From an optimization exercise on the open Yosys and OpenROAD flow, aimed at small area; shortcuts taken in it are not production practice.
In this exercise RTL edits were held to simulation tests only and were not proved equivalent to the original.

## flow/config.mk

```make
export PLATFORM = sky130hd
export DESIGN_NAME = RX
export DESIGN_NICKNAME = RX
export VERILOG_FILES = /design/flow/design.v
export SDC_FILE = /design/flow/constraint.sdc
export NUM_CORES = 8
export LEC_CHECK = 0
export CAP_MARGIN = 20
export CORE_MARGIN = 2
export CORE_UTILIZATION = 40
export SLEW_MARGIN = 20
```

## flow/constraint.sdc

```tcl
create_clock -name core_clock -period 15.0 [get_ports {clk}]
set_input_delay 3.0000 -clock core_clock [delete_from_list [all_inputs] [get_ports {clk}]]
set_output_delay 3.0000 -clock core_clock [all_outputs]
set_load 0.01 [all_outputs]
```

## flow/design.v

```verilog
`timescale 1ns/1ns
module RX(input clk, input rst, input [51:0]in, input run, input [1:0]cr, input [1:0]mod, output out, output valid);
wire [17:0]x0_demapped, x1_demapped;
wire [1:0]x_deinterleaved;
wire x_decoded, dec_valid;
reg [2:0]widx;      
reg active;         
reg [4:0]step;      
reg [2:0]blk;       
wire last_blk = (mod == 2'd0) ? (blk == 3'd0) : (mod == 2'd1) ? (blk == 3'd1) : (mod == 2'd2) ? (blk == 3'd3) : (blk == 3'd5);
wire blk_end = active & (step == 5'd23);
wire sym_end = blk_end & last_blk;
wire first8 = (blk == 3'd0) & (step[4:3] == 2'b00);
wire drain = active & ~(last_blk & step[4]);
wire buf_shift = run | (active & first8);
reg [1:0]widx3;
always @(*) begin
	case (widx)
		3'd0, 3'd3, 3'd6: widx3 = 2'd0;
		3'd1, 3'd4, 3'd7: widx3 = 2'd1;
		default: widx3 = 2'd2;
	endcase
end
always @(posedge clk, negedge rst) begin
	if (~rst) begin
		widx <= 3'd0;
		active <= 1'b0;
		step <= 5'd0;
		blk <= 3'd0;
	end
	else begin
		if (run)
			widx <= widx + 3'd1;
		if (run & (widx == 3'd7))
			active <= 1'b1;
		else if (sym_end)
			active <= 1'b0;
		if (active) begin
			step <= (step == 5'd23) ? 5'd0 : step + 5'd1;
			if (step == 5'd23)
				blk <= last_blk ? 3'd0 : blk + 3'd1;
		end
	end
end
demapper_pr rx_demapper(.x_in(in), .mod(mod), .x0_demapped(x0_demapped), .x1_demapped(x1_demapped));
deinterleaver rx_deinterleaver(.clk(clk), .mod(mod), .widx3(widx3), .x0(x0_demapped), .x1(x1_demapped),
	.run(run), .drain(drain), .buf_shift(buf_shift), .sel_buf(first8), .x_deinterleaved(x_deinterleaved));
decoder rx_decoder(.clk(clk), .rst(rst), .x(x_deinterleaved), .start(step == 5'd0), .last(blk_end),
	.valid(dec_valid), .x_decoded(x_decoded));
scrambler rx_descrambler(.x(x_decoded), .run(dec_valid), .clk(clk), .reset(rst), .x_scrambled(out), .valid(valid));
endmodule
`timescale 1ns/1ns
module scrambler(input x, input run, input clk, input reset, output reg x_scrambled, output reg valid);
reg [6:0] sb;
wire fb = sb[6] ^ sb[3];
always @(posedge clk)
	x_scrambled <= x ^ fb;
always @(posedge clk, negedge reset) begin
	if (~reset) begin
		sb <= 7'd127;
		valid <= 1'b0;
	end
	else begin
		valid <= run;
		if (run)
			sb <= {sb[5:0], fb};
	end
end
endmodule
`timescale 1ns/1ns
module demapper_pr(input [51:0]x_in, input [1:0]mod, output reg [17:0]x0_demapped, output reg [17:0]x1_demapped);
wire [1:0] q [0:5];
wire [3:0] h [0:5];
wire [5:0] s [0:5];
genvar g;
generate
	for (g = 0; g < 6; g = g + 1) begin : sc
		demapper dm(.x(x_in[8*g+7:8*g]), .d_qpsk(q[g]), .d_16(h[g]), .d_64(s[g]));
	end
endgenerate
integer k;
always @(*) begin
	for (k = 0; k < 18; k = k + 1) begin
		x0_demapped[k] = s[k/6][k%6];
		x1_demapped[k] = s[3+k/6][k%6];
		if (k < 12 && mod != 2'd3) begin
			x0_demapped[k] = h[k/4][k%4];
			x1_demapped[k] = h[3+k/4][k%4];
			if (k < 6 && mod != 2'd2) begin
				x0_demapped[k] = q[k/2][k%2];
				x1_demapped[k] = q[3+k/2][k%2];
				if (k < 3 && mod == 2'd0) begin
					x0_demapped[k] = q[k][0];
					x1_demapped[k] = q[3+k][0];
				end
			end
		end
	end
end
endmodule
`timescale 1ns/1ns
module demapper(input [7:0]x, output [1:0]d_qpsk, output [3:0]d_16, output [5:0]d_64);
function [1:0] qam16;
	input [3:0] n;
	qam16 = (n == 4'h1) ? 2'b11 : (n == 4'h9) ? 2'b10 : (n == 4'h3) ? 2'b01 : 2'b00;
endfunction
function [2:0] qam64;
	input [3:0] n;
	case (n)
		4'h1: qam64 = 3'b011;
		4'h3: qam64 = 3'b111;
		4'h5: qam64 = 3'b101;
		4'h7: qam64 = 3'b001;
		4'h9: qam64 = 3'b010;
		4'hb: qam64 = 3'b110;
		4'hd: qam64 = 3'b100;
		default: qam64 = 3'b000;
	endcase
endfunction
assign d_qpsk = {~x[3], ~x[7]};
assign d_16 = {qam16(x[3:0]), qam16(x[7:4])};
assign d_64 = {qam64(x[3:0]), qam64(x[7:4])};
endmodule
`timescale 1ns/1ns
module deinterleaver(input clk, input [1:0]mod, input [1:0]widx3, input [17:0]x0, input [17:0]x1,
	input run, input drain, input buf_shift, input sel_buf, output [1:0]x_deinterleaved);
reg [135:0]evens, odds;
reg [7:0]buf_e, buf_o;
reg [7:0]dl_e, dl_o;
reg [1:0]inter_mod_even, inter_mod_odd;
wire [17:0]ie, io;
always @(*) begin
	if (mod == 2'd3) begin
		case (widx3)
			2'd0: begin inter_mod_even = 2'd0; inter_mod_odd = 2'd3; end
			2'd1: begin inter_mod_even = 2'd2; inter_mod_odd = 2'd0; end
			default: begin inter_mod_even = 2'd3; inter_mod_odd = 2'd2; end
		endcase
	end
	else begin
		inter_mod_even = 2'd0;
		inter_mod_odd = (mod == 2'd2) ? 2'd1 : 2'd0;
	end
end
interleave2 inter2_even(.inter_mod(inter_mod_even), .in(x0), .out(ie));
interleave2 inter2_odd(.inter_mod(inter_mod_odd), .in(x1), .out(io));
integer j;
always @(posedge clk) begin
	if (run) begin
		for (j = 1; j < 18; j = j + 1) begin
			evens[8*(17-j) +: 8] <= {evens[8*(17-j) +: 7], ie[j]};
			odds[8*(17-j) +: 8] <= {odds[8*(17-j) +: 7], io[j]};
		end
	end
	else if (drain) begin
		evens <= {evens[134:0], ie[17]};
		odds <= {odds[134:0], io[17]};
	end
	if (buf_shift) begin
		buf_e <= {buf_e[6:0], ie[0]};
		buf_o <= {buf_o[6:0], io[0]};
	end
	dl_e <= {dl_e[6:0], evens[135]};
	dl_o <= {dl_o[6:0], odds[135]};
end
assign x_deinterleaved = sel_buf ? {buf_e[7], buf_o[7]} : {dl_e[7], dl_o[7]};
endmodule
`timescale 1ns/1ns
module interleave2(input [1:0]inter_mod, input [17:0]in, output reg [17:0]out);
integer g;
always @(*) begin
	for (g = 0; g < 3; g = g + 1) begin
		case (inter_mod)
			2'd3: out[6*g +: 6] = {in[6*g+3], in[6*g+5], in[6*g+4], in[6*g+0], in[6*g+2], in[6*g+1]};
			2'd2: out[6*g +: 6] = {in[6*g+4], in[6*g+3], in[6*g+5], in[6*g+1], in[6*g+0], in[6*g+2]};
			2'd1: out[6*g +: 6] = (g == 2) ? in[6*g +: 6] : {in[6*g+4], in[6*g+5], in[6*g+2], in[6*g+3], in[6*g+0], in[6*g+1]};
			default: out[6*g +: 6] = in[6*g +: 6];
		endcase
	end
end
endmodule
`timescale 1ns/1ns
module decoder(input clk, input rst, input [1:0]x, input start, input last, output reg valid, output x_decoded);
reg [255:0]metrics;
reg [18*64-1:0]dec_rows;
reg [5:0]mpn0;
reg tb_now;
reg [23:0]out_reg;
reg [4:0]count2;
wire [255:0]nm;
wire [63:0]dec;
wire [5:0]best;
wire [17:0]tb_bits;
acs u_acs(.x(x), .start(start), .start_state(mpn0), .metrics(metrics), .new_metrics(nm), .dec(dec));
argmin64 u_argmin(.m(nm), .idx(best));
traceback u_tb(.rows(dec_rows), .state(mpn0), .bits(tb_bits));
always @(posedge clk) begin
	metrics <= nm;
	dec_rows <= {dec_rows[17*64-1:0], dec};
	out_reg <= tb_now ? {mpn0, tb_bits} : {1'b0, out_reg[23:1]};
end
always @(posedge clk, negedge rst) begin
	if (~rst) begin
		mpn0 <= 6'd0;
		tb_now <= 1'b0;
		valid <= 1'b0;
		count2 <= 5'd0;
	end
	else begin
		if (last)
			mpn0 <= best;
		tb_now <= last;
		if (tb_now)
			valid <= 1'b1;
		else if (count2 == 5'd23)
			valid <= 1'b0;
		if (valid)
			count2 <= (count2 == 5'd23) ? 5'd0 : count2 + 5'd1;
	end
end
assign x_decoded = out_reg[0];
endmodule
module acs(input [1:0]x, input start, input [5:0]start_state, input [255:0]metrics, output reg [255:0]new_metrics, output reg [63:0]dec);
localparam [63:0] C0 = 64'hdd2222dd88777788;  
function [3:0] sat_add;
	input [3:0] e;
	input [1:0] d;
	sat_add = ({1'b0, e} + d > 5'd15) ? 4'd15 : e + d;
endfunction
function [1:0] hd;
	input [1:0] a;
	input [1:0] b;
	hd = (a[1] ^ b[1]) + (a[0] ^ b[0]);
endfunction
reg [3:0] e_in [0:63];
reg [1:0] p, bm0, bm1;
reg [3:0] ca, cb;
integer i;
always @(*) begin
	for (i = 0; i < 64; i = i + 1)
		e_in[i] = start ? ((start_state == i) ? 4'd0 : 4'd15) : metrics[4*i +: 4];
	for (i = 0; i < 32; i = i + 1) begin
		p = C0[2*i +: 2];
		bm0 = hd(x, p);
		bm1 = hd(x, ~p);
		ca = sat_add(e_in[2*i], bm0);
		cb = sat_add(e_in[2*i+1], bm1);
		dec[i] = cb < ca;
		new_metrics[4*i +: 4] = (cb < ca) ? cb : ca;
		ca = sat_add(e_in[2*i], bm1);
		cb = sat_add(e_in[2*i+1], bm0);
		dec[i+32] = cb < ca;
		new_metrics[4*(i+32) +: 4] = (cb < ca) ? cb : ca;
	end
end
endmodule
module argmin64(input [255:0]m, output reg [5:0]idx);
reg [63:0] alive, t;
reg z;
integer n, b;
always @(*) begin
	alive = {64{1'b1}};
	for (b = 3; b >= 0; b = b - 1) begin
		for (n = 0; n < 64; n = n + 1) t[n] = alive[n] & ~m[4*n+b];
		z = |t;
		for (n = 0; n < 64; n = n + 1) alive[n] = alive[n] & (~m[4*n+b] | ~z);
	end
	idx = 6'd0;
	for (n = 63; n >= 0; n = n - 1) if (alive[n]) idx = n;
end
endmodule
module traceback(input [18*64-1:0]rows, input [5:0]state, output reg [17:0]bits);
reg [5:0] st;
integer k;
always @(*) begin
	st = state;
	for (k = 0; k < 18; k = k + 1) begin
		bits[17-k] = rows[64*k + st];
		st = {st[4:0], bits[17-k]};
	end
end
endmodule
```

## flow/run.sh

```bash
#!/bin/bash
# synth_recipe.tcl (not shown) runs the flow's synth.tcl, then flattens the netlist and writes it again
# the make line also repeats each setting of config.mk as NAME=value (left out here)
make -C /OpenROAD-flow-scripts/flow DESIGN_CONFIG=/design/flow/config.mk WORK_HOME=/design/flow/orfs CLKGATE_MAP_FILE= SYNTH_SCRIPT=/design/flow/synth_recipe.tcl finish
```

==> run notes, run 1 <==
setup slack after layout -4.10 ns; clk sinks 1770; commonest cells after routing, fill and taps aside dfxtp_1, buf_4, nor2_1; Final nets 10300; routability congestion estimate 1.04; Top Layer Used met5; Die Wd 453 µm; post-detail-place hpwl 240 mm; setup tns final -11.85 ns; GRT Total Usage 28.8%; final hold vios 0; period utilization 127%; CTS H-tree depth 4; CP Class reg -> reg; met3 wire len 20.2 mm; reg2reg end rx_decoder.out_reg[0]; syn_nets 8883; Syn Inst Count 8353; clk_skew 0.0764 ns; cts hold-fix bufs 0; area of the core 200000 µm²; Layout area overhead 28.4%; Max clock buf depth 3; Tightest Pin Transition 1.18 ns; HP Class reg -> reg; RSZ-0062 raised after global routing true; Post-synth EDFFs 288; fmax 52.4 MHz; post-synthesis register bit count 1770; Cell Area, Synth 80700 µm²; fraction of registers with async set/reset 1.86%; area of the die 205000 µm²; layout cells sized above 1 23.7%; routed vias/inst 5.61; global-route wire length before repair 443 mm; DIE HEIGHT 453 µm; Largest regs rx_decoder.dec_rows x1152, rx_decoder.metrics x256; CTS tree yes; Initial Util 40.3%; DRT Wirelength 306 mm; post-route minimum period 19.10 ns; most common cell after layout, fill and taps aside dfxtp_1; M1 wire length 128 mm; cell mode on critical path buf_4; count of buffers from port buffering 54; synthesis warning total 11; largest net degree at the start of global routing 89; worst setup path startpoint rx_decoder.mpn0[0]; register area share after synthesis 47.7%; R2R setup slack -4.10 ns; RR Startpoint rx_decoder.mpn0[0]; SO Faults setup timing; placed cell area 94700 µm²; Finished Cell Area 104000 µm²; max reg flops 1152; DRT Pass-1 Iters 6; crit path max-delay cell type or4_4; Most used DFF post-synth dfxtp_1; number of placement rows 164; DRT antenna net count 0; FF-to-FF path depth 86; crit start category flop; WHS 0.320 ns; Clock Root Buffer clkbuf_16; Final Slew Violations 0; Clock transition at path regs 0.06 ns; CP Capture Type flop; DRC viols 0; Worst path max stage delay 0.57 ns; Slew headroom 20.8%; # setup viols final 5; Crit Path Max Fanout 17; Clock Latency Late Sink 0.86 ns; Top-Level Pins 61; Vias 70700; Max Cap Viol 0; initial DRC count 6972; crit path DAT 19.82 ns; Biggest register rx_decoder.dec_rows; Critical Path Sink rx_decoder.out_reg[0]; post-synth cell types 141; Wirelength per Cell 24.2 µm; Avg Inst Size Synth 9.66 µm²; initial antenna violation count 19; Num CTS Buffers 182; CP required 15.73 ns; GRT overflow 0; met2 routed WL 138 mm; status failed layout checks; vias in the first global route 68100
timing repair:
action                                  in CTS  in global routing
buffers inserted                            41                 46
gates cloned                                 4                  5
pin swaps                                   60                 82
gates resized for setup                    131                221
endpoints found under the setup margin       5                  6
cells by family after synthesis:
group                      share of synthesized area (%)
buffers and inverters                               4.18
AOI/OAI and AO/OA                                   17.2
xor gates and xnor gates                            1.62
DFF                                                 47.7
and+or+nand+nor                                     14.5
adders and majority gates                           7.30
muxes                                               7.41
final cells by class:
class                      count  area (µm²)
sequential                  1770       38500
fill                       18000       96500
clock buffer                 242        5080
inverter                     301        1130
tap                         2656        3320
timing repair buffer        1625       13700
multi-input combinational   5913       40400
clock inverter               100        1460
antenna                       10        25.0
worst min-delay path by stage:
stage                                         from                  endpoint  depth (start not counted)
after CTS                 rx_decoder.dec_rows[163]  rx_decoder.dec_rows[227]                          0
after global placement    rx_deinterleaver.dl_o[4]  rx_deinterleaver.dl_o[5]                          0
after global routing      rx_decoder.dec_rows[163]  rx_decoder.dec_rows[227]                          0
after detailed placement  rx_deinterleaver.dl_e[2]  rx_deinterleaver.dl_e[3]                          0
after floorplan           rx_deinterleaver.dl_e[0]  rx_deinterleaver.dl_e[1]                          0
final                     rx_decoder.dec_rows[163]  rx_decoder.dec_rows[227]                          0
cell usage after synthesis (all sizes together) (156+ instances only):
| cell | count | share of area, % |
|---|---|---|
| buf | 156 | 1.5 |
| o22ai | 176 | 1.4 |
| nor3 | 282 | 1.8 |
| a21oi | 746 | 4.6 |
| dfxtp | 1449 | 36 |
| inv | 299 | 1.4 |
| o21ai | 421 | 2.6 |
| ha | 471 | 7.3 |
| clkbuf | 207 | 1.2 |
| nand2 | 699 | 3.3 |
| nor2 | 1022 | 4.8 |
| mux2i | 366 | 4.6 |
| edfxtp | 288 | 11 |
critical path: cells and delay by family (launching register included):
family	cells	cell delay, ns
compound gates	33	6.74
buf+inv	20	3.07
flops	1	0.50
mux	7	2.18
simple gates	26	6.41
layer usage:
metal	GRT usage, %	vias up
met4	16.9	14
li1	-	33100
met2	46.0	2895
met5	0	-
met1	37.0	34000
met3	4.32	787
metrics by stage:
stage	worst slack [ns]	cells	util [%]
floorplan	-3.05	8353	-
global route	-4.81	12600	51.8
finish	-4.10	12600	51.8
global placement	-4.58	12200	47.3
CTS	-3.88	12600	51.1
detailed placement	-4.93	12200	47.3
==> run 2, diff against run 1 <==
--- a/flow/design.v
+++ b/flow/design.v
@@ -272,2 +272,20 @@
 module traceback(input [18*64-1:0]rows, input [5:0]state, output reg [17:0]bits);
+function sel64;
+	input [63:0] r;
+	input [5:0] s;   
+	reg [31:0] l1;
+	reg [15:0] l2;
+	reg [7:0] l3;
+	reg [3:0] l4;
+	reg [1:0] l5;
+	integer j;
+	begin
+		for (j = 0; j < 32; j = j + 1) l1[j] = s[5] ? r[32 + j] : r[j];
+		for (j = 0; j < 16; j = j + 1) l2[j] = s[4] ? l1[16 + j] : l1[j];
+		for (j = 0; j < 8; j = j + 1) l3[j] = s[3] ? l2[8 + j] : l2[j];
+		for (j = 0; j < 4; j = j + 1) l4[j] = s[2] ? l3[4 + j] : l3[j];
+		for (j = 0; j < 2; j = j + 1) l5[j] = s[1] ? l4[2 + j] : l4[j];
+		sel64 = s[0] ? l5[1] : l5[0];
+	end
+endfunction
 reg [5:0] st;
@@ -277,3 +295,3 @@
 	for (k = 0; k < 18; k = k + 1) begin
-		bits[17-k] = rows[64*k + st];
+		bits[17-k] = sel64(rows[64*k +: 64], st);
 		st = {st[4:0], bits[17-k]};
==> run notes, run 2 <==
status complete, no violations (was failed layout checks); Post-synth EDFFs 288 (unchanged); initial DRC count 5477 (was 6972); max reg flops 1152 (unchanged); post-synth cell types 102 (was 141); placed cell area 87800 µm² (was 94700 µm²); reg2reg end rx_decoder.mpn0[0] (was rx_decoder.out_reg[0]); most frequent cells after synthesis dfxtp_1, nor2_1, a21oi_1 (unchanged); largest family of logic cells by synthesized area compound AO/OA/AOI/OAI gates (unchanged); layout cells sized above 1 12.0% (was 23.7%); Worst path max stage delay 0.78 ns (was 0.57 ns); period utilization 92.5% (was 127%); Top-Level Pins 61 (unchanged); FF-to-FF path depth 45 (was 86); clk_skew 0.0635 ns (was 0.0764 ns); Top Layer Used met5 (unchanged); most common cell after layout, fill and taps aside dfxtp_1 (unchanged); setup tns final 0 ns (was -11.85 ns); CP Class reg -> reg (unchanged); Initial Util 40.4% (was 40.3%); Tightest Pin Transition 1.21 ns (was 1.18 ns); post-synthesis compound-gate area fraction 18.8% (was 17.2%); Area contributors post-synth dfxtp_1, edfxtp_1, ha_1 (unchanged); initial antenna violation count 28 (was 19); Final nets 9082 (was 10300); Simple-Gate Fraction of Synth Area 11.4% (was 14.5%); final hold vios 0 (unchanged); DRT Wirelength 290 mm (was 306 mm); R2R setup slack 1.13 ns (was -4.10 ns); register area share after synthesis 46.5% (was 47.7%); Max clock buf depth 3 (unchanged); M1 wire length 121 mm (was 128 mm); Layout area overhead 13.9% (was 28.4%); CTS tree yes (unchanged); Setup Buffers After CTS 0 (was 41); DRT antenna net count 0 (unchanged); RSZ-0062 raised after global routing false (was true); area of the multi-input gates 40800 µm² (was 40400 µm²); routed vias/inst 5.74 (was 5.61); CP required 15.68 ns (was 15.73 ns); Register Area 38500 µm² (about the same); post-synthesis mux area share 10.2% (was 7.41%); syn_nets 8902 (was 8883); most common cell in the netlist dfxtp_1 (unchanged); met3 wire len 17.2 mm (was 20.2 mm); # fillers 19100 (was 18000); final cell count without fillers 11400 (was 12600); synthesis warning total 11 (unchanged); HP Class reg -> reg (unchanged); cell mode on critical path buf_4 (unchanged); crit path max-delay cell type o21ai_0 (was or4_4); RR Startpoint blk[0] (was rx_decoder.mpn0[0]); Cell Area, Synth 82700 µm² (was 80700 µm²); DRC viols 0 (unchanged); area of the die 210000 µm² (was 205000 µm²); area of the core 205000 µm² (was 200000 µm²); Die Wd 459 µm (was 453 µm); Clock transition at path regs 0.06 ns (about the same); hold path cells 0 (unchanged); clk sinks 1770 (unchanged); Avg Inst Size Synth 9.88 µm² (was 9.66 µm²); largest net degree at the start of global routing 161 (was 89); Biggest register rx_decoder.dec_rows (unchanged); Hold EP rx_deinterleaver.dl_o[2] (was rx_decoder.dec_rows[227]); count of buffers from port buffering 54 (unchanged); post-route minimum period 13.87 ns (was 19.10 ns); Crit Path Max Fanout 34 (was 17); fraction of registers with async set/reset 1.86% (unchanged); vias in the first global route 62400 (was 68100); Yosys top cell by area dfxtp_1 (unchanged); GRT Total Usage 26.8% (was 28.8%); number of placement rows 166 (was 164); Syn Inst Count 8372 (was 8353); HP Start rx_deinterleaver.dl_o[1] (was rx_decoder.dec_rows[163]); top cell type's share of synthesized area 35.1% (was 36.0%); commonest cells after routing, fill and taps aside dfxtp_1, nor2_1, a21oi_1 (was dfxtp_1, buf_4, nor2_1); Adder-Cell Fraction of Synth Area 7.12% (was 7.30%); XOR/XNOR Fraction of Synth Area 1.59% (was 1.62%); Finished Cell Area 94200 µm² (was 104000 µm²); Slew headroom 18.4% (was 20.8%); Num CTS Buffers 181 (was 182); crit path DAT 14.55 ns (was 19.82 ns); post-synthesis register bit count 1770 (unchanged); # resized after CTS 0 (was 131); post-detail-place hpwl 226 mm (was 240 mm); global-route wire length before repair 419 mm (was 443 mm); Clock Latency Late Sink 0.86 ns (about the same); DIE HEIGHT 459 µm (was 453 µm); met2 routed WL 132 mm (was 138 mm); routability congestion estimate 1.04 (about the same); # setup viols final 0 (was 5); Vias 65400 (was 70700); Max Cap Viol 0 (unchanged); DRT Pass-1 Iters 6 (unchanged); crit start category flop (unchanged); Largest regs rx_decoder.dec_rows x1152, rx_decoder.metrics x256 (unchanged); GRT overflow 0 (unchanged); Inst Count DP 11100 (was 12200); fmax 72.1 MHz (was 52.4 MHz); Most used DFF post-synth dfxtp_1 (unchanged); Clock Root Buffer clkbuf_16 (unchanged); Wirelength per Cell 25.4 µm (was 24.2 µm); Final Slew Violations 0 (unchanged); CTS H-tree depth 4 (unchanged); cts hold-fix bufs 0 (unchanged); CP Capture Type flop (unchanged)
## run 2: changes by cell type after synthesis, moves of 58 or more
cell	before	now
mux2_2	90	186
nor2_1	1016	727
inv_1	295	528
o211ai_1	21	133
a21oi_1	743	621
a22oi_1	137	71
nand2_1	693	572
nor3_1	274	82
o21ai_0	390	458
o22ai_1	174	81
buf_2	19	81
mux2i_1	365	423
a211oi_1	48	199
## run 2: layout make-up
cell class              instances  area share (%)
well taps                    2688            3.57
repair buffers                375            3.33
diodes                          9          0.0239
multi-input cells            5694            43.3
flip-flops and latches       1770            40.9
clock buffers                 261            5.63
inverters                     530            2.11
clock inverters                76            1.21
## run 2: worst max path at each step
stage,end,from,slack [ns]
floorplan,rx_decoder.mpn0[0],step[0],3.98
global placement,rx_decoder.mpn0[0],blk[0],1.60
detailed placement,rx_decoder.mpn0[0],blk[0],1.46
CTS,rx_decoder.mpn0[0],blk[0],1.41
global route,rx_decoder.mpn0[0],blk[0],0.79
finish,rx_decoder.mpn0[0],blk[0],1.13
## run 2: metal layers
layer  global-route usage (%)  up-vias
met4                     16.0       12
met3                     4.72      626
li1                         -    30900
met2                     43.2     2145
met1                     33.4    31700
met5                        0        -
## run 2: logic make-up (layout without fill, tap and decap cells)
group,count (synthesis),after routing
AO/OA/AOI/OAI,2349,2349
XOR/XNOR,150,150
adder cells (fa/ha/maj),471,471
buffers and inverters,908,1242
flip-flops,1770,1770
multiplexers,704,704
other,0,9
AND/OR/NAND/NOR,2020,2020
## run 2: per-stage QoR
step           worst slack [ns]  util [%]  hold slack (ns)
6_report                   1.13      46.0            0.291
5_1_grt                   0.794      46.0            0.305
4_1_cts                    1.41      46.0            0.285
3_5_place_dp               1.46      42.8            0.313
3_3_place_gp               1.60      42.8            0.313
2_1_floorplan              3.98         -            0.310
## run 2: worst max-delay path: cells and delay by family, from the launching register on
family	cells	cell delay, ns
flops	1	0.42
xor+xnor	1	0.23
fa+ha+maj	4	1.50
buf+inv	12	3.01
simple gates	14	3.68
compound gates	13	4.28
mux	1	0.52
==> run 3, diff against run 2 <==
--- a/flow/design.v
+++ b/flow/design.v
@@ -184,3 +184,3 @@
 reg [255:0]metrics;
-reg [18*64-1:0]dec_rows;
+reg [18*49-1:0]dec_rows;
 reg [5:0]mpn0;
@@ -193,2 +193,8 @@
 wire [17:0]tb_bits;
+wire fam = x[1] ^ x[0];
+reg [15:0]dec_up;
+integer q;
+always @(*)
+	for (q = 0; q < 16; q = q + 1)
+		dec_up[q] = dec[32 + 2*q + (fam ^ (q >= 8))];
 acs u_acs(.x(x), .start(start), .start_state(mpn0), .metrics(metrics), .new_metrics(nm), .dec(dec));
@@ -198,3 +204,3 @@
 	metrics <= nm;
-	dec_rows <= {dec_rows[17*64-1:0], dec};
+	dec_rows <= {dec_rows[17*49-1:0], fam, dec_up, dec[31:0]};
 	out_reg <= tb_now ? {mpn0, tb_bits} : {1'b0, out_reg[23:1]};
@@ -271,5 +277,5 @@
 endmodule
-module traceback(input [18*64-1:0]rows, input [5:0]state, output reg [17:0]bits);
-function sel64;
-	input [63:0] r;
+module traceback(input [18*49-1:0]rows, input [5:0]state, output reg [17:0]bits);
+function sel49;
+	input [48:0] r;
 	input [5:0] s;   
@@ -282,3 +288,4 @@
 	begin
-		for (j = 0; j < 32; j = j + 1) l1[j] = s[5] ? r[32 + j] : r[j];
+		for (j = 0; j < 32; j = j + 1)
+			l1[j] = (s[5] && (r[48] == ((j % 2) ^ (j / 16)))) ? r[32 + j / 2] : r[j];
 		for (j = 0; j < 16; j = j + 1) l2[j] = s[4] ? l1[16 + j] : l1[j];
@@ -287,3 +294,3 @@
 		for (j = 0; j < 2; j = j + 1) l5[j] = s[1] ? l4[2 + j] : l4[j];
-		sel64 = s[0] ? l5[1] : l5[0];
+		sel49 = s[0] ? l5[1] : l5[0];
 	end
@@ -295,3 +302,3 @@
 	for (k = 0; k < 18; k = k + 1) begin
-		bits[17-k] = sel64(rows[64*k +: 64], st);
+		bits[17-k] = sel49(rows[49*k +: 49], st);
 		st = {st[4:0], bits[17-k]};
==> run notes, run 3 <==
Critical Path Sink rx_decoder.mpn0[0] (unchanged); fraction of registers with async set/reset 2.20% (was 1.86%); Layout area overhead 12.9% (was 13.9%); crit path max-delay cell type dfrtp_2 (was o21ai_0); Slew headroom 18.0% (was 18.4%); number of placement rows 163 (was 166); Final nets 9029 (was 9082); DRT Wirelength 305 mm (was 290 mm); FF-to-FF path depth 39 (was 45); HP Start rx_decoder.dec_rows[162] (was rx_deinterleaver.dl_o[1]); worst setup path startpoint rx_decoder.mpn0[1] (was blk[0]); post-synthesis register bit count 1500 (was 1770); CTS tree yes (unchanged); Tightest Pin Transition 1.22 ns (was 1.21 ns); layout cells sized above 1 11.4% (was 12.0%); routability congestion estimate 1.04 (about the same); most frequent cells after synthesis dfxtp_1, nor2_1, a21oi_1 (unchanged); final hold vios 0 (unchanged); Clock transition at path regs 0.06 ns (about the same); # fillers 18700 (was 19100); post-synth cell types 122 (was 102); Core Util, Final 45.5% (was 46.0%); clk sinks 1500 (was 1770); R2R setup slack 1.37 ns (was 1.13 ns); Largest regs rx_decoder.dec_rows x882, rx_decoder.metrics x256 (was rx_decoder.dec_rows x1152, rx_decoder.metrics x256); syn_nets 8921 (was 8902); GRT Total Usage 29.2% (was 26.8%); DRT Pass-1 Iters 8 (was 6); Biggest register rx_decoder.dec_rows (unchanged); DRT antenna net count 0 (unchanged); count of buffers from port buffering 54 (unchanged); Most used DFF post-synth dfxtp_1 (unchanged); status complete, no violations (unchanged); Final Slew Violations 0 (unchanged); Inst Count DP 11000 (was 11100); crit path DAT 14.36 ns (was 14.55 ns); top cell type's share of synthesized area 29.6% (was 35.1%); register area share after synthesis 41.5% (was 46.5%); Initial Util 40.3% (was 40.4%); setup tns final 0 ns (unchanged); most common cell in the netlist dfxtp_1 (unchanged); # resized after CTS 0 (unchanged); DIE HEIGHT 450 µm (was 459 µm); global-route wire length before repair 442 mm (was 419 mm); # setup viols final 0 (unchanged); GRT overflow 0 (unchanged); fmax 73.4 MHz (was 72.1 MHz); reg2reg end rx_decoder.mpn0[0] (unchanged); Syn Inst Count 8391 (was 8372); largest net degree at the start of global routing 176 (was 161); Avg Inst Size Synth 9.50 µm² (was 9.88 µm²); Clock Latency Late Sink 0.84 ns (was 0.86 ns); max reg flops 882 (was 1152); Post-synth EDFFs 288 (unchanged); initial DRC count 7416 (was 5477); Top-Level Pins 61 (unchanged); initial antenna violation count 21 (was 28); CTS H-tree depth 4 (unchanged); final cell count without fillers 11300 (was 11400); vias in the first global route 64500 (was 62400); crit start category flop (unchanged); Max Cap Viol 0 (unchanged); Die Wd 450 µm (was 459 µm); CP Class reg -> reg (unchanged); post-detail-place hpwl 236 mm (was 226 mm); DRC viols 0 (unchanged); CP required 15.73 ns (was 15.68 ns); post-route minimum period 13.63 ns (was 13.87 ns); Clock Root Buffer clkbuf_16 (unchanged); post-synthesis compound-gate area fraction 19.3% (was 18.8%); area of the die 203000 µm² (was 210000 µm²); CP Capture Type flop (unchanged); synthesis warning total 11 (unchanged); commonest cells after routing, fill and taps aside dfxtp_1, nor2_1, a21oi_1 (unchanged); Yosys top cell by area dfxtp_1 (unchanged); post-synthesis mux area share 11.5% (was 10.2%); RSZ-0062 raised after global routing false (unchanged); Area contributors post-synth dfxtp_1, edfxtp_1, mux2i_1 (was dfxtp_1, edfxtp_1, ha_1); clk_skew 0.0809 ns (was 0.0635 ns); Vias 68100 (was 65400); Crit Path Max Fanout 43 (was 34); Simple-Gate Fraction of Synth Area 14.4% (was 11.4%); Setup Buffers After CTS 0 (unchanged); Adder-Cell Fraction of Synth Area 7.40% (was 7.12%); RR Startpoint rx_decoder.mpn0[1] (was blk[0]); Wirelength per Cell 27.1 µm (was 25.4 µm); routed vias/inst 6.04 (was 5.74); Max clock buf depth 3 (unchanged); Num CTS Buffers 160 (was 181); HP Class reg -> reg (unchanged); Cell Area, Synth 79700 µm² (was 82700 µm²); cts hold-fix bufs 0 (unchanged); most common cell after layout, fill and taps aside dfxtp_1 (unchanged); area of the core 198000 µm² (was 205000 µm²); XOR/XNOR Fraction of Synth Area 1.68% (was 1.59%); largest family of logic cells by synthesized area compound AO/OA/AOI/OAI gates (unchanged); Worst path max stage delay 0.93 ns (was 0.78 ns); period utilization 90.8% (was 92.5%)
## run 3: worst min path at each step
stage | depth (start not counted) | endpoint | slack (ns)
2_1_floorplan | 0 | rx_deinterleaver.dl_e[1] | 0.31
3_3_place_gp | 0 | rx_deinterleaver.dl_o[7] | 0.31
3_5_place_dp | 0 | rx_deinterleaver.dl_e[1] | 0.31
4_1_cts | 0 | rx_decoder.dec_rows[62] | 0.30
5_1_grt | 0 | rx_decoder.dec_rows[62] | 0.29
6_report | 0 | rx_decoder.dec_rows[211] | 0.31
## run 3: logic make-up (layout without fill, tap and decap cells)
kind of cell / Yosys count / count (layout)
other: 0 / 5
AO/OA/AOI/OAI: 2281 / 2281
adder cells (fa/ha/maj): 471 / 471
XOR/XNOR: 153 / 153
flip-flops: 1500 / 1500
AND/OR/NAND/NOR: 2331 / 2331
buffers and inverters: 820 / 1059
multiplexers: 835 / 835
## run 3: final cells by class
type | count | area, µm² | area share [%]
multi-input combinational | 6071 | 43400 | 48.2
sequential | 1500 | 33100 | 36.8
clock buffer | 216 | 4510 | 5.01
tap | 2640 | 3300 | 3.67
timing repair buffer | 330 | 2810 | 3.13
inverter | 436 | 1640 | 1.82
clock inverter | 77 | 1190 | 1.33
antenna | 5 | 12.5 | 0.0139
## run 3: critical path, delay by kind of cell (launching register included)
kind / cells / cell delay, ns
adder cells (fa/ha/maj): 2 / 0.68
AND/OR/NAND/NOR: 18 / 5.63
AO/OA/AOI/OAI: 12 / 4.12
XOR/XNOR: 1 / 0.20
buffers and inverters: 6 / 1.82
flip-flops: 1 / 0.93
## run 3: metal layers
layer	wire length, µm	global-route usage [%]	share of wire [%]
met1	131000	38.7	43
met5	17	0	0.0056
met2	132000	44.5	43
met3	22100	5.04	7.2
met4	20900	17.2	6.8
## run 3: through the flow
step                      setup slack, ns  hold WS, ns  cell area [µm²]
after floorplan                      3.95        0.310            79700
after global routing                 1.23        0.294            90000
after CTS                            1.88        0.302            89900
after detailed placement             2.00        0.312            84200
after global placement               2.01        0.314            84200
final                                1.37        0.313            90000
==> run 4, diff against run 3 <==
--- a/flow/design.v
+++ b/flow/design.v
@@ -9,2 +9,3 @@
 reg [2:0]blk;       
+reg at_start;       
 wire last_blk = (mod == 2'd0) ? (blk == 3'd0) : (mod == 2'd1) ? (blk == 3'd1) : (mod == 2'd2) ? (blk == 3'd3) : (blk == 3'd5);
@@ -29,2 +30,3 @@
 		blk <= 3'd0;
+		at_start <= 1'b1;
 	end
@@ -38,2 +40,3 @@
 		if (active) begin
+			at_start <= (step == 5'd23);
 			step <= (step == 5'd23) ? 5'd0 : step + 5'd1;
@@ -47,3 +50,3 @@
 	.run(run), .drain(drain), .buf_shift(buf_shift), .sel_buf(first8), .x_deinterleaved(x_deinterleaved));
-decoder rx_decoder(.clk(clk), .rst(rst), .x(x_deinterleaved), .start(step == 5'd0), .last(blk_end),
+decoder rx_decoder(.clk(clk), .rst(rst), .x(x_deinterleaved), .start(at_start), .last(blk_end),
 	.valid(dec_valid), .x_decoded(x_decoded));
@@ -262,16 +265,36 @@
 endmodule
-module argmin64(input [255:0]m, output reg [5:0]idx);
-reg [63:0] alive, t;
-reg z;
-integer n, b;
+module argmin64(input [255:0]m, output [5:0]idx);
+function [6:0] amin8;   
+	input [31:0] v;
+	reg [7:0] alive, t;
+	reg [3:0] mn;
+	reg [2:0] li;
+	integer n, b;
+	begin
+		alive = 8'hff;
+		for (b = 3; b >= 0; b = b - 1) begin
+			for (n = 0; n < 8; n = n + 1) t[n] = alive[n] & ~v[4*n+b];
+			mn[b] = ~|t;
+			for (n = 0; n < 8; n = n + 1) alive[n] = alive[n] & (~v[4*n+b] | mn[b]);
+		end
+		li = 3'd0;
+		for (n = 7; n >= 0; n = n - 1) if (alive[n]) li = n;
+		amin8 = {mn, li};
+	end
+endfunction
+reg [31:0] gm;
+reg [23:0] gi;
+reg [6:0] r;
+reg [2:0] g;
+integer q;
 always @(*) begin
-	alive = {64{1'b1}};
-	for (b = 3; b >= 0; b = b - 1) begin
-		for (n = 0; n < 64; n = n + 1) t[n] = alive[n] & ~m[4*n+b];
-		z = |t;
-		for (n = 0; n < 64; n = n + 1) alive[n] = alive[n] & (~m[4*n+b] | ~z);
+	for (q = 0; q < 8; q = q + 1) begin
+		r = amin8(m[32*q +: 32]);
+		gm[4*q +: 4] = r[6:3];
+		gi[3*q +: 3] = r[2:0];
 	end
-	idx = 6'd0;
-	for (n = 63; n >= 0; n = n - 1) if (alive[n]) idx = n;
+	r = amin8(gm);
+	g = r[2:0];
 end
+assign idx = {g, gi[3*g +: 3]};
 endmodule
==> flow/flow/run.sh (new file) <==
#!/bin/bash
# Own flow: the standard layout, with one change to synthesis: the
# combinational logic is mapped by ABC for area (amap) instead of speed, and
# Yosys does not pull out half/full adder cells first. Registers, their names
# and everything from floorplan on are the standard flow's.
set -euo pipefail
here=$(pwd)
sed -E "s#SYNTH_SCRIPT=[^ ]+#SYNTH_SCRIPT=${here}/flow/area_synth.tcl#" standard.sh > area_standard.sh
bash area_standard.sh > flow_make.log 2>&1
==> flow/flow/abc_area_map.script (new file) <==
strash; dc2; dch -f; amap
==> flow/flow/area_synth.tcl (new file) <==
# synth_recipe.tcl with an area-oriented ABC script.
set area_abc_script [file join [file dirname [file normalize [info script]]] abc_area_map.script]
proc synth {args} { yosys synth -nofsm -noshare {*}$args }
proc extract_fa {args} { puts "extract_fa skipped (area flow)" }
proc abc {args} {
  set i [lsearch -exact $args -script]
  if { $i >= 0 } {
    lset args [expr { $i + 1 }] $::area_abc_script
  }
  set i [lsearch -exact $args -D]
  if { $i >= 0 } {
    lset args [expr { $i + 1 }] 12000
  } else {
    lappend args -D 12000
  }
  yosys abc {*}$args
}
source $::env(SCRIPTS_DIR)/synth.tcl
# left out here: clear keep_hierarchy, flatten, clean up, hide names made inside functions, write 1_2_yosys.v
==> flow/standard.sh (new file) <==
#!/bin/bash
# synth_recipe.tcl (not shown) runs the flow's synth.tcl, then flattens the netlist and writes it again
# the make line also repeats each setting of config.mk as NAME=value (left out here)
make -C /OpenROAD-flow-scripts/flow DESIGN_CONFIG=/design/flow/config.mk WORK_HOME=/design/flow/orfs CLKGATE_MAP_FILE= SYNTH_SCRIPT=/design/flow/synth_recipe.tcl "${@:-finish}"
removed: flow/run.sh
==> run notes, run 4 <==
Vias 55100 (was 68100); routability congestion estimate 0.980 (was 1.04); most frequent cells after synthesis nor2_1, dfxtp_1, o22ai_1 (was dfxtp_1, nor2_1, a21oi_1); Num CTS Buffers 153 (was 160); largest net degree at the start of global routing 82 (was 176); Initial Util 40.3% (about the same); CP Class reg -> reg (unchanged); Final nets 7250 (was 9029); DRT Pass-1 Iters 6 (was 8); R2R setup slack 0.82 ns (was 1.37 ns); DRT antenna net count 0 (unchanged); synthesis warning total 11 (unchanged); clk_skew 0.0774 ns (was 0.0809 ns); post-detail-place hpwl 153 mm (was 236 mm); DP Worst Slack 0.529 ns (was 2.00 ns); global-route wire length before repair 307 mm (was 442 mm); layout cells sized above 1 5.79% (was 11.4%); GRT overflow 0 (unchanged); Biggest register rx_decoder.dec_rows (unchanged); Most used DFF post-synth dfxtp_1 (unchanged); max reg flops 882 (unchanged); Core Util, Final 46.8% (was 45.5%); Clock Root Buffer clkbuf_16 (unchanged); Syn Inst Count 6886 (was 8391); Wirelength per Cell 22.0 µm (was 27.1 µm); syn_nets 6945 (was 8921); final hold vios 0 (unchanged); CP required 15.65 ns (was 15.73 ns); status complete, no violations (unchanged); Largest regs rx_decoder.dec_rows x882, rx_decoder.metrics x256 (unchanged); crit start category flop (unchanged); fmax 70.5 MHz (was 73.4 MHz); initial DRC count 5663 (was 7416); Worst path max stage delay 0.59 ns (was 0.93 ns); Cell Area, Synth 60600 µm² (was 79700 µm²); Crit Path Max Fanout 36 (was 43); most common cell in the netlist nor2_1 (was dfxtp_1); final cell count without fillers 9339 (was 11300); CTS tree yes (unchanged); fraction of registers with async set/reset 2.27% (was 2.20%); setup tns final 0 ns (unchanged); Layout area overhead 15.9% (was 12.9%); DRT Wirelength 205 mm (was 305 mm); top cell type's share of synthesized area 39.0% (was 29.6%); routed vias/inst 5.90 (was 6.04); post-synthesis register bit count 1501 (was 1500); area of the die 155000 µm² (was 203000 µm²); period utilization 94.5% (was 90.8%); cell mode on critical path buf_4; Clock Latency Late Sink 0.81 ns (was 0.84 ns); Max Cap Viol 0 (unchanged); HP Class reg -> reg (unchanged); crit path max-delay cell type clkinv_1 (was dfrtp_2); most common cell after layout, fill and taps aside nor2_1 (was dfxtp_1); Max clock buf depth 3 (unchanged); count of buffers from port buffering 54 (unchanged); Post-synth EDFFs 288 (unchanged); DRC viols 0 (unchanged); Area contributors post-synth dfxtp_1, edfxtp_1, nor2_1 (was dfxtp_1, edfxtp_1, mux2i_1); initial antenna violation count 12 (was 21); CTS H-tree depth 4 (unchanged); Final Slew Violations 0 (unchanged); crit path DAT 14.83 ns (was 14.36 ns); setup slack after layout 0.820 ns (was 1.37 ns); area of the core 150000 µm² (was 198000 µm²); clk sinks 1501 (was 1500); post-route minimum period 14.18 ns (was 13.63 ns); Slew headroom 20.6% (was 18.0%); # setup viols final 0 (unchanged); # fillers 14300 (was 18700); post-synth cell types 49 (was 122); Inst Count DP 9046 (was 11000); Yosys top cell by area dfxtp_1 (unchanged); RSZ-0062 raised after global routing false (unchanged); vias in the first global route 50600 (was 64500); Clock transition at path regs 0.07 ns (was 0.06 ns); number of placement rows 142 (was 163); Die Wd 393 µm (was 450 µm); Avg Inst Size Synth 8.79 µm² (was 9.50 µm²); DIE HEIGHT 393 µm (was 450 µm); Top-Level Pins 61 (unchanged); GRT Total Usage 25.8% (was 29.2%); register area share after synthesis 54.7% (was 41.5%); CP Capture Type flop (unchanged); Tightest Pin Transition 1.18 ns (was 1.22 ns); commonest cells after routing, fill and taps aside nor2_1, dfxtp_1, o22ai_1 (was dfxtp_1, nor2_1, a21oi_1)
[run 4: changes by cell type after synthesis, moves of 108 or more]
cell      before   now
mux2_2       178     0
xnor2_1      111     0
mux2i_1      606     0
ha_1         471     0
inv_1        426     0
o22ai_1       84   795
a22oi_1       60   168
nor2_1       819  1703
a21oi_1      626   397
clkbuf_1     198     0
a211oi_1     200    31
nand2_1      590   447
clkinv_1       1   553
[run 4: logic make-up (layout without fill, tap and decap cells)]
logic type	Yosys count	after routing	share of synthesized area (%)
buffers and inverters	553	984	3.43
flip-flops	1501	1501	54.7
other	0	5	0
AND/OR/NAND/NOR	2446	2446	16.1
AO/OA/AOI/OAI	2386	2387	25.8
[run 4: final timing paths]
kind	startpoint	to	cells past startpoint
setup / recovery	rx_decoder.mpn0[5]	rx_decoder.out_reg[0]	51
hold / removal	rx_deinterleaver.dl_e[4]	rx_deinterleaver.dl_e[5]	0
setup reg to reg	rx_decoder.mpn0[5]	rx_decoder.out_reg[0]	51
hold reg to reg	rx_deinterleaver.dl_e[4]	rx_deinterleaver.dl_e[5]	0
max in group asynchronous	rst	rx_decoder.tb_now	1
min in group asynchronous	rst	rx_decoder.count2[1]	1
[run 4: what timing repair did]
action / in CTS / in global routing
endpoints found under the setup margin: 0 / 2
gates resized for setup: 0 / 3
hold buffers: 0 / 0
buffers inserted: 0 / 5
[run 4: layout make-up]
cell class | instances | area [µm²] | area share, %
Timing Repair Buffer | 149 | 1260 | 1.80
Tap cell | 2016 | 2520 | 3.59
Clock buffer | 213 | 4410 | 6.28
Clock inverter | 69 | 875 | 1.25
Sequential cell | 1501 | 33100 | 47.2
Inverter | 553 | 2170 | 3.09
Antenna cell | 5 | 12.5 | 0.0178
Multi-Input combinational cell | 4833 | 25800 | 36.8
[run 4: routing by layer]
layer,up-vias,track usage [%],wire (µm)
met5,-,0,57
met4,10,12.5,10800
met3,493,4.26,13300
met2,2217,41.8,93500
met1,26200,33.3,87400
li1,26200,-,-
[run 4: through the flow]
stage / hold slack [ns] / instance area, µm²
floorplan: 0.310 / 61000
global placement: 0.313 / 64800
detailed placement: 0.315 / 64800
CTS: 0.323 / 70100
global route: 0.336 / 70200
finish: 0.327 / 70200
[run 4: worst max-delay path: cells and delay by family, from the launching register on]
family,cells,cell delay (ns)
compound gates,29,5.95
buf+inv,15,5.47
simple gates,7,2.05
flops,1,0.43
==> run 5, diff against run 4 <==
--- a/flow/design.v
+++ b/flow/design.v
@@ -303,17 +303,36 @@
 	input [48:0] r;
-	input [5:0] s;   
-	reg [31:0] l1;
-	reg [15:0] l2;
-	reg [7:0] l3;
-	reg [3:0] l4;
-	reg [1:0] l5;
+	input [5:0] s;
+	reg [15:0] le, lo, u;
+	reg [7:0] le2, lo2, u2;
+	reg [3:0] le3, lo3, u3;
+	reg [1:0] le4, lo4, u4;
+	reg l0, l1, uu, o0, o1;
 	integer j;
 	begin
-		for (j = 0; j < 32; j = j + 1)
-			l1[j] = (s[5] && (r[48] == ((j % 2) ^ (j / 16)))) ? r[32 + j / 2] : r[j];
-		for (j = 0; j < 16; j = j + 1) l2[j] = s[4] ? l1[16 + j] : l1[j];
-		for (j = 0; j < 8; j = j + 1) l3[j] = s[3] ? l2[8 + j] : l2[j];
-		for (j = 0; j < 4; j = j + 1) l4[j] = s[2] ? l3[4 + j] : l3[j];
-		for (j = 0; j < 2; j = j + 1) l5[j] = s[1] ? l4[2 + j] : l4[j];
-		sel49 = s[0] ? l5[1] : l5[0];
+		for (j = 0; j < 16; j = j + 1) begin
+			le[j] = r[2*j];
+			lo[j] = r[2*j + 1];
+			u[j] = r[32 + j];
+		end
+		for (j = 0; j < 8; j = j + 1) begin
+			le2[j] = s[4] ? le[8 + j] : le[j];
+			lo2[j] = s[4] ? lo[8 + j] : lo[j];
+			u2[j] = s[4] ? u[8 + j] : u[j];
+		end
+		for (j = 0; j < 4; j = j + 1) begin
+			le3[j] = s[3] ? le2[4 + j] : le2[j];
+			lo3[j] = s[3] ? lo2[4 + j] : lo2[j];
+			u3[j] = s[3] ? u2[4 + j] : u2[j];
+		end
+		for (j = 0; j < 2; j = j + 1) begin
+			le4[j] = s[2] ? le3[2 + j] : le3[j];
+			lo4[j] = s[2] ? lo3[2 + j] : lo3[j];
+			u4[j] = s[2] ? u3[2 + j] : u3[j];
+		end
+		l0 = s[1] ? le4[1] : le4[0];
+		l1 = s[1] ? lo4[1] : lo4[0];
+		uu = s[1] ? u4[1] : u4[0];
+		o0 = (s[5] && (s[4] == r[48])) ? uu : l0;
+		o1 = (s[5] && (s[4] != r[48])) ? uu : l1;
+		sel49 = s[0] ? o1 : o0;
 	end
==> flow/flow/run.sh (replaced) <==
#!/bin/bash
# Own flow: the standard layout (standard.sh's make command), with
#  - synthesis mapped by ABC for area (flow/area_synth.tcl), and
#  - the extra make variables listed in flow/make_vars.txt (one VAR=value
#    per line), e.g. the clock tree's arguments.
# Registers, their names and types, and every step from floorplan on are the
# standard flow's. make's output goes to flow_make.log; ORFS writes each
# step's log under orfs/logs/.
set -euo pipefail
here=$(pwd)
extra="SYNTH_SCRIPT=${here}/flow/area_synth.tcl"
if [[ -f flow/make_vars.txt ]]; then
  while IFS= read -r line; do
    [[ -z "$line" || "$line" == \#* ]] && continue
    extra="${extra} '${line}'"
  done < flow/make_vars.txt
fi
sed -E "s#SYNTH_SCRIPT=[^ ]+#${extra}#" standard.sh > area_standard.sh
bash area_standard.sh > flow_make.log 2>&1
==> flow/flow/make_vars.txt (new file) <==
CTS_ARGS=-sink_clustering_enable -repair_clock_nets -sink_clustering_size 24 -sink_clustering_max_diameter 100 -dont_use_dummy_load
BUFFER_PORTS_ARGS=-buffer_cell sky130_fd_sc_hd__buf_1
==> run notes, run 5 <==
clk sinks 1501 (unchanged); worst setup path startpoint rx_decoder.mpn0[3] (was rx_decoder.mpn0[5]); cell count along the critical path 53 (was 51); Num CTS Buffers 75 (was 153); WP buf/inv 12 (was 15); CTS tree yes (unchanged); synthesis warning total 11 (unchanged); routability congestion estimate 0.981 (was 0.980); Post-synth EDFFs 288 (unchanged); top cell type's share of synthesized area 40.2% (was 39.0%); Tightest Pin Transition 1.13 ns (was 1.18 ns); Finished Cell Area 64500 µm² (was 70200 µm²); # fillers 14300 (about the same); post-synth cell types 48 (was 49); post-detail-place hpwl 135 mm (was 153 mm); Slew headroom 23.6% (was 20.6%); Most used DFF post-synth dfxtp_1 (unchanged); Syn Inst Count 6584 (was 6886); HP Class reg -> reg (unchanged); syn_nets 6643 (was 6945); CP required 15.60 ns (was 15.65 ns); final hold vios 0 (unchanged); max reg flops 882 (unchanged); most frequent cells after synthesis nor2_1, dfxtp_1, o22ai_1 (unchanged); global-route wire length before repair 271 mm (was 307 mm); cell family with most CP delay compound AO/OA/AOI/OAI gates (unchanged); Largest regs rx_decoder.dec_rows x882, rx_decoder.metrics x256 (unchanged); Clock transition at path regs 0.09 ns (was 0.07 ns); Yosys top cell by area dfxtp_1 (unchanged); CP Capture Type flop (unchanged); Clock Root Buffer clkbuf_16 (unchanged); RR Startpoint rx_decoder.mpn0[3] (was rx_decoder.mpn0[5]); count of buffers from port buffering 54 (unchanged); CTS H-tree depth 3 (was 4); layout cells sized above 1 3.62% (was 5.79%); DRC viols 0 (unchanged); Cell Area, Synth 58700 µm² (was 60600 µm²); placed cell area 62500 µm² (was 64800 µm²); crit path DAT 14.38 ns (was 14.83 ns); Critical Path Sink rx_decoder.out_reg[0] (unchanged); crit path max-delay cell type dfrtp_1 (was clkinv_1); Final nets 6879 (was 7250); Clock Latency Late Sink 0.71 ns (was 0.81 ns); RSZ-0062 raised after global routing false (unchanged); cell mode on critical path a31oi_4 (was buf_4); Initial Util 40.3% (about the same); GRT overflow 0 (unchanged); Max clock buf depth 3 (unchanged); Vias 50100 (was 55100); most common cell in the netlist nor2_1 (unchanged); reg2reg end rx_decoder.out_reg[0] (unchanged); status complete, no violations (unchanged); initial antenna violation count 6 (was 12); post-synthesis register bit count 1501 (unchanged); commonest cells after routing, fill and taps aside nor2_1, dfxtp_1, o22ai_1 (unchanged); DRT antenna net count 0 (unchanged); Die Wd 387 µm (was 393 µm); fmax 72.6 MHz (was 70.5 MHz); Area contributors post-synth dfxtp_1, edfxtp_1, nor2_1 (unchanged); Wirelength per Cell 20.8 µm (was 22.0 µm); register area share after synthesis 56.4% (was 54.7%); DRT Wirelength 182 mm (was 205 mm); fraction of registers with async set/reset 2.27% (unchanged); DRT Pass-1 Iters 6 (unchanged); GRT Total Usage 23.2% (was 25.8%); R2R setup slack 1.22 ns (was 0.82 ns); area of the die 150000 µm² (was 155000 µm²); post-route minimum period 13.78 ns (was 14.18 ns); clk_skew 0.0792 ns (was 0.0774 ns); vias in the first global route 46000 (was 50600); # setup viols final 0 (unchanged); DIE HEIGHT 387 µm (was 393 µm); Crit Path Max Fanout 56 (was 36); Max Cap Viol 0 (unchanged); routed vias/inst 5.73 (was 5.90); area of the core 146000 µm² (was 150000 µm²); FF-to-FF path depth 53 (was 51); Final Slew Violations 0 (unchanged); Avg Inst Size Synth 8.91 µm² (was 8.79 µm²); largest net degree at the start of global routing 190 (was 82); crit start category flop (unchanged); Layout area overhead 9.93% (was 15.9%); period utilization 91.9% (was 94.5%); Worst path max stage delay 0.62 ns (was 0.59 ns); CP Class reg -> reg (unchanged); Top-Level Pins 61 (unchanged); initial DRC count 4312 (was 5663); most common cell after layout, fill and taps aside nor2_1 (unchanged); number of placement rows 140 (was 142); Biggest register rx_decoder.dec_rows (unchanged)
## run 5: cell count changes after synthesis, sizes merged, moves of 27 or more
cell	previous run	this run
nor2	1703	1637
a22oi	168	76
o221a	38	9
nand2	447	417
o22a	73	101
clkinv	553	526
o22ai	795	740
o221ai	134	68
## run 5: final cells by class
class,instances,area [µm²],area share [%]
diodes,2,5.00,0.00776
clock buffers,75,1880,2.91
well taps,1917,2400,3.72
repair buffers,156,1020,1.58
multi-input cells,4560,23900,37.1
inverters,526,2120,3.29
flip-flops and latches,1501,33100,51.4
## run 5: worst min-delay path by stage
stage / from / to / slack (ns) / cells after the start
floorplan: rx_deinterleaver.dl_e[0] / rx_deinterleaver.dl_e[1] / 0.31 / 0
global placement: rx_deinterleaver.dl_o[4] / rx_deinterleaver.dl_o[5] / 0.31 / 0
detailed placement: rx_deinterleaver.dl_e[4] / rx_deinterleaver.dl_e[5] / 0.31 / 0
CTS: rx_decoder.dec_rows[529] / rx_decoder.dec_rows[578] / 0.28 / 0
global route: rx_decoder.dec_rows[527] / rx_decoder.dec_rows[576] / 0.30 / 0
finish: rx_decoder.dec_rows[529] / rx_decoder.dec_rows[578] / 0.29 / 0
## run 5: logic make-up after synthesis
group,share of synthesized area (%)
flip-flops,56.4
AO/OA/AOI/OAI,24.0
buffers and inverters,3.37
AND/OR/NAND/NOR,16.1
## run 5: metrics by stage
step / instances / setup TNS [ns] / utilization, % / setup WS [ns] / hold slack (ns)
after floorplan: 6584 / -17.06 / - / -3.71 / 0.310
after global placement: 8645 / -0.0598 / 42.9 / -0.0598 / 0.312
after detailed placement: 8646 / -0.186 / 42.9 / -0.186 / 0.312
after CTS: 8725 / 0 / 44.2 / 0.314 / 0.280
after global routing: 8735 / 0 / 44.3 / 0.0695 / 0.296
final: 8737 / 0 / 44.3 / 1.22 / 0.295
## run 5: metal layers
layer,routed length [µm],GRT usage [%]
met5,43,0
met4,10800,12.2
met3,9310,2.58
met2,83600,38.5
met1,77800,29.7
## run 5: what timing repair did
item                       CTS  global route
pin swaps                    3             5
hold buffers                 0             0
setup buffers                2             9
resized for setup            1             2
setup endpoints to repair    1             2
gates cloned                 2             1
## run 5: worst reg2reg max path: cells and delay by family, from the launching register on
| kind | cells | cell delay, ns |
|---|---|---|
| flip-flops | 1 | 0.62 |
| AND/OR/NAND/NOR | 8 | 2.11 |
| buffers and inverters | 12 | 3.46 |
| AO/OA/AOI/OAI | 33 | 7.55 |
==> run 6, diff against run 5 <==
--- a/flow/design.v
+++ b/flow/design.v
@@ -203,3 +203,3 @@
 acs u_acs(.x(x), .start(start), .start_state(mpn0), .metrics(metrics), .new_metrics(nm), .dec(dec));
-argmin64 u_argmin(.m(nm), .idx(best));
+argmin64 u_argmin(.m(nm), .fam(fam), .idx(best));
 traceback u_tb(.rows(dec_rows), .state(mpn0), .bits(tb_bits));
@@ -265,3 +265,3 @@
 endmodule
-module argmin64(input [255:0]m, output [5:0]idx);
+module argmin64(input [255:0]m, input fam, output [5:0]idx);
 function [6:0] amin8;   
@@ -284,10 +284,34 @@
 endfunction
-reg [31:0] gm;
-reg [23:0] gi;
+function [6:0] amin6;   
+	input [23:0] v;
+	reg [5:0] alive, t;
+	reg [3:0] mn;
+	reg [2:0] li;
+	integer n, b;
+	begin
+		alive = 6'h3f;
+		for (b = 3; b >= 0; b = b - 1) begin
+			for (n = 0; n < 6; n = n + 1) t[n] = alive[n] & ~v[4*n+b];
+			mn[b] = ~|t;
+			for (n = 0; n < 6; n = n + 1) alive[n] = alive[n] & (~v[4*n+b] | mn[b]);
+		end
+		li = 3'd0;
+		for (n = 5; n >= 0; n = n - 1) if (alive[n]) li = n;
+		amin6 = {mn, li};
+	end
+endfunction
+reg [191:0] c;
+reg [23:0] gm;
+reg [17:0] gi;
 reg [6:0] r;
-reg [2:0] g;
+reg [2:0] g, li;
+reg [3:0] kk;
+reg [5:0] id;
 integer q;
 always @(*) begin
-	for (q = 0; q < 8; q = q + 1) begin
-		r = amin8(m[32*q +: 32]);
+	c[127:0] = m[127:0];
+	for (q = 0; q < 16; q = q + 1)
+		c[128 + 4*q +: 4] = m[4*(32 + 2*q + (fam ^ (q >= 8))) +: 4];
+	for (q = 0; q < 6; q = q + 1) begin
+		r = amin8(c[32*q +: 32]);
 		gm[4*q +: 4] = r[6:3];
@@ -295,6 +319,9 @@
 	end
-	r = amin8(gm);
+	r = amin6(gm);
 	g = r[2:0];
+	li = gi[3*g +: 3];
+	kk = {g[0], li};
+	id = (g < 3'd4) ? {1'b0, g[1:0], li} : {1'b1, kk, fam ^ kk[3]};
 end
-assign idx = {g, gi[3*g +: 3]};
+assign idx = id;
 endmodule
==> run notes, run 6 <==
Max clock buf depth 3 (unchanged); Die Wd 385 µm (was 387 µm); vias in the first global route 45000 (was 46000); Worst path max stage delay 0.54 ns (was 0.62 ns); RR Startpoint rx_decoder.mpn0[3] (unchanged); cell count along the critical path 49 (was 53); layout cells sized above 1 3.30% (was 3.62%); synthesis warning total 11 (unchanged); Clock Root Buffer clkbuf_16 (unchanged); Cell Area, Synth 58100 µm² (was 58700 µm²); commonest cells after routing, fill and taps aside nor2_1, dfxtp_1, o22ai_1 (unchanged); crit start category flop (unchanged); post-route minimum period 14.06 ns (was 13.78 ns); count of buffers from port buffering 54 (unchanged); HP Class reg -> reg (unchanged); CP Class reg -> reg (unchanged); global-route wire length before repair 264 mm (was 271 mm); Wirelength per Cell 20.8 µm (about the same); Vias 49100 (was 50100); WP buf/inv 14 (was 12); crit path max-delay cell type buf_4 (was dfrtp_1); GRT overflow 0 (unchanged); Crit Path Max Fanout 53 (was 56); placed cell area 61800 µm² (was 62500 µm²); CP required 15.61 ns (was 15.60 ns); Post-synth EDFFs 288 (unchanged); cts hold-fix bufs 0 (unchanged); # setup viols final 0 (unchanged); Avg Inst Size Synth 9.12 µm² (was 8.91 µm²); HP Start rx_decoder.dec_rows[202] (was rx_decoder.dec_rows[529]); most common cell after layout, fill and taps aside nor2_1 (unchanged); max reg flops 882 (unchanged); post-synth cell types 51 (was 48); crit path DAT 14.67 ns (was 14.38 ns); Initial Util 40.4% (was 40.3%); DRC viols 0 (unchanged); Syn Inst Count 6369 (was 6584); Tightest Pin Transition 1.09 ns (was 1.13 ns); largest net degree at the start of global routing 166 (was 190); number of placement rows 139 (was 140); CTS tree yes (unchanged); Area contributors post-synth dfxtp_1, edfxtp_1, nor2_1 (unchanged); Finished Cell Area 63800 µm² (was 64500 µm²); Num CTS Buffers 76 (was 75); most frequent cells after synthesis nor2_1, dfxtp_1, o22ai_1 (unchanged); period utilization 93.8% (was 91.9%); Max Cap Viol 0 (unchanged); # fillers 13900 (was 14300); clk sinks 1501 (unchanged); CP Capture Type flop (unchanged); Clock Latency Late Sink 0.71 ns (about the same); syn_nets 6428 (was 6643); routed vias/inst 5.79 (was 5.73); cell mode on critical path buf_4 (was a31oi_4); routability congestion estimate 1.03 (was 0.981); DRT Wirelength 176 mm (was 182 mm); worst setup path startpoint rx_decoder.mpn0[3] (unchanged); Slew headroom 27.4% (was 23.6%); post-synthesis register bit count 1501 (unchanged); DRT antenna net count 0 (unchanged); Most used DFF post-synth dfxtp_1 (unchanged); DIE HEIGHT 385 µm (was 387 µm); Register Area 33100 µm² (about the same); clk_skew 0.0871 ns (was 0.0792 ns); DP Worst Slack 0.125 ns (was -0.186 ns); Final Slew Violations 0 (unchanged); Inst Count DP 8392 (was 8646); Layout area overhead 9.73% (was 9.93%); setup slack after layout 0.936 ns (was 1.22 ns); final cell count without fillers 8477 (was 8737); Final nets 6633 (was 6879); area of the die 148000 µm² (was 150000 µm²); Clock transition at path regs 0.09 ns (about the same); final hold vios 0 (unchanged); DRT Pass-1 Iters 8 (was 6); fmax 71.1 MHz (was 72.6 MHz); status complete, no violations (unchanged); post-detail-place hpwl 128 mm (was 135 mm); GRT Total Usage 22.9% (was 23.2%); Biggest register rx_decoder.dec_rows (unchanged); area of the core 144000 µm² (was 146000 µm²); CTS H-tree depth 3 (unchanged); hold path cells 0 (unchanged); area of the multi-input gates 23700 µm² (was 23900 µm²); Largest regs rx_decoder.dec_rows x882, rx_decoder.metrics x256 (unchanged); FF-to-FF path depth 49 (was 53); initial DRC count 4380 (was 4312); cell family with most CP delay compound AO/OA/AOI/OAI gates (unchanged); fraction of registers with async set/reset 2.27% (unchanged); most common cell in the netlist nor2_1 (unchanged); initial antenna violation count 3 (was 6); Top-Level Pins 61 (unchanged); top cell type's share of synthesized area 40.6% (was 40.2%); Yosys top cell by area dfxtp_1 (unchanged); register area share after synthesis 57.0% (was 56.4%)
[run 6: cell types whose count changed after synthesis, moves of 24 or more]
cell and change:
nor3_1 -32, a221oi_1 +38, o221ai_1 -24, nor2b_1 +28, clkinv_1 -69, a21oi_1 -53, o22ai_1 -26, nor2_1 -98
o22a_1 +46
[run 6: timing repair]
| action | 4_1_cts | 5_1_grt |
|---|---|---|
| setup endpoints to repair | 0 | 2 |
| resized for setup | 0 | 8 |
| buffers inserted | 0 | 5 |
[run 6: worst reg2reg max path, delay by kind of cell (launching register included)]
kind | cells | cell delay, ns
AND/OR/NAND/NOR | 5 | 1.01
flip-flops | 1 | 0.52
AO/OA/AOI/OAI | 30 | 8.14
buffers and inverters | 14 | 4.29
[run 6: cells by family after synthesis]
family | after synthesis | share of synthesized area, %
buffers and inverters | 457 | 2.95
AND/OR/NAND/NOR | 2240 | 15.5
AO/OA/AOI/OAI | 2171 | 24.6
flip-flops | 1501 | 57.0
[run 6: final cells by class]
class / instances / area share [%]
Clock buffer: 76 / 2.98
Inverter: 457 / 2.94
Tap cell: 1903 / 3.73
Sequential cell: 1501 / 51.9
Timing Repair Buffer: 125 / 1.30
Multi-Input combinational cell: 4413 / 37.1
Antenna cell: 2 / 0.00785
[run 6: per-layer routing]
layer  vias up  wire [µm]  track usage, %
li1      23900          -               -
met1     23200      76100            30.1
met2      1592      79500            37.1
met3       384      10700            3.01
met4         4       9780            11.5
met5         -         24               0
[run 6: metrics by stage]
stage	setup TNS (ns)	hold WS, ns	utilization (%)
finish	0	0.308	44.3
global route	-0.00622	0.325	44.3
CTS	0	0.311	44.3
detailed placement	0	0.312	42.9
global placement	0	0.313	42.9
floorplan	-23.17	0.310	-
[run 6: final timing paths]
path	end	slack, ns
min	rx_decoder.dec_rows[251]	0.31
max in group asynchronous	rx_decoder.mpn0[2]	11.84
max	rx_decoder.out_reg[0]	0.94
max reg2reg	rx_decoder.out_reg[0]	0.94
min in group asynchronous	blk[1]	2.47
min reg2reg	rx_decoder.dec_rows[251]	0.31

re-timing with driven ports:
In the flow no input, the clock included, has a driving cell. The finished layouts below were timed again as built, in two steps.
Step 1 sets driving cells, clkbuf_16 on the clock port and buf_2 on the other inputs (assumed; they add their load-dependent delay and slew).
Step 2 adds t to the input delays and takes it off the output delays; t is the mean of the earliest and latest rising clock arrival at the registers after step 1. Input paths then give back, and output paths get back, about the clock's delay inside the block.
Three values: ideal, step 1, step 2; two values: the first two.
| run | t (ns) | slack for setup (ns) | worst data-port slew with drivers (ns) |
|---|---|---|---|
| run 1 | 0.909 | -4.097 / -4.097 / -4.097 | 0.05 |
| run 2 | 0.917 | 1.129 / 1.129 / 1.129 | 0.06 |
| run 3 | 0.883 | 1.374 / 1.374 / 1.374 | 0.05 |
| run 4 | 0.843 | 0.820 / 0.820 / 0.820 | 0.05 |
| run 5 | 0.746 | 1.222 / 1.222 / 1.222 | 0.06 |
| run 6 | 0.756 | 0.936 / 0.936 / 0.936 | 0.06 |
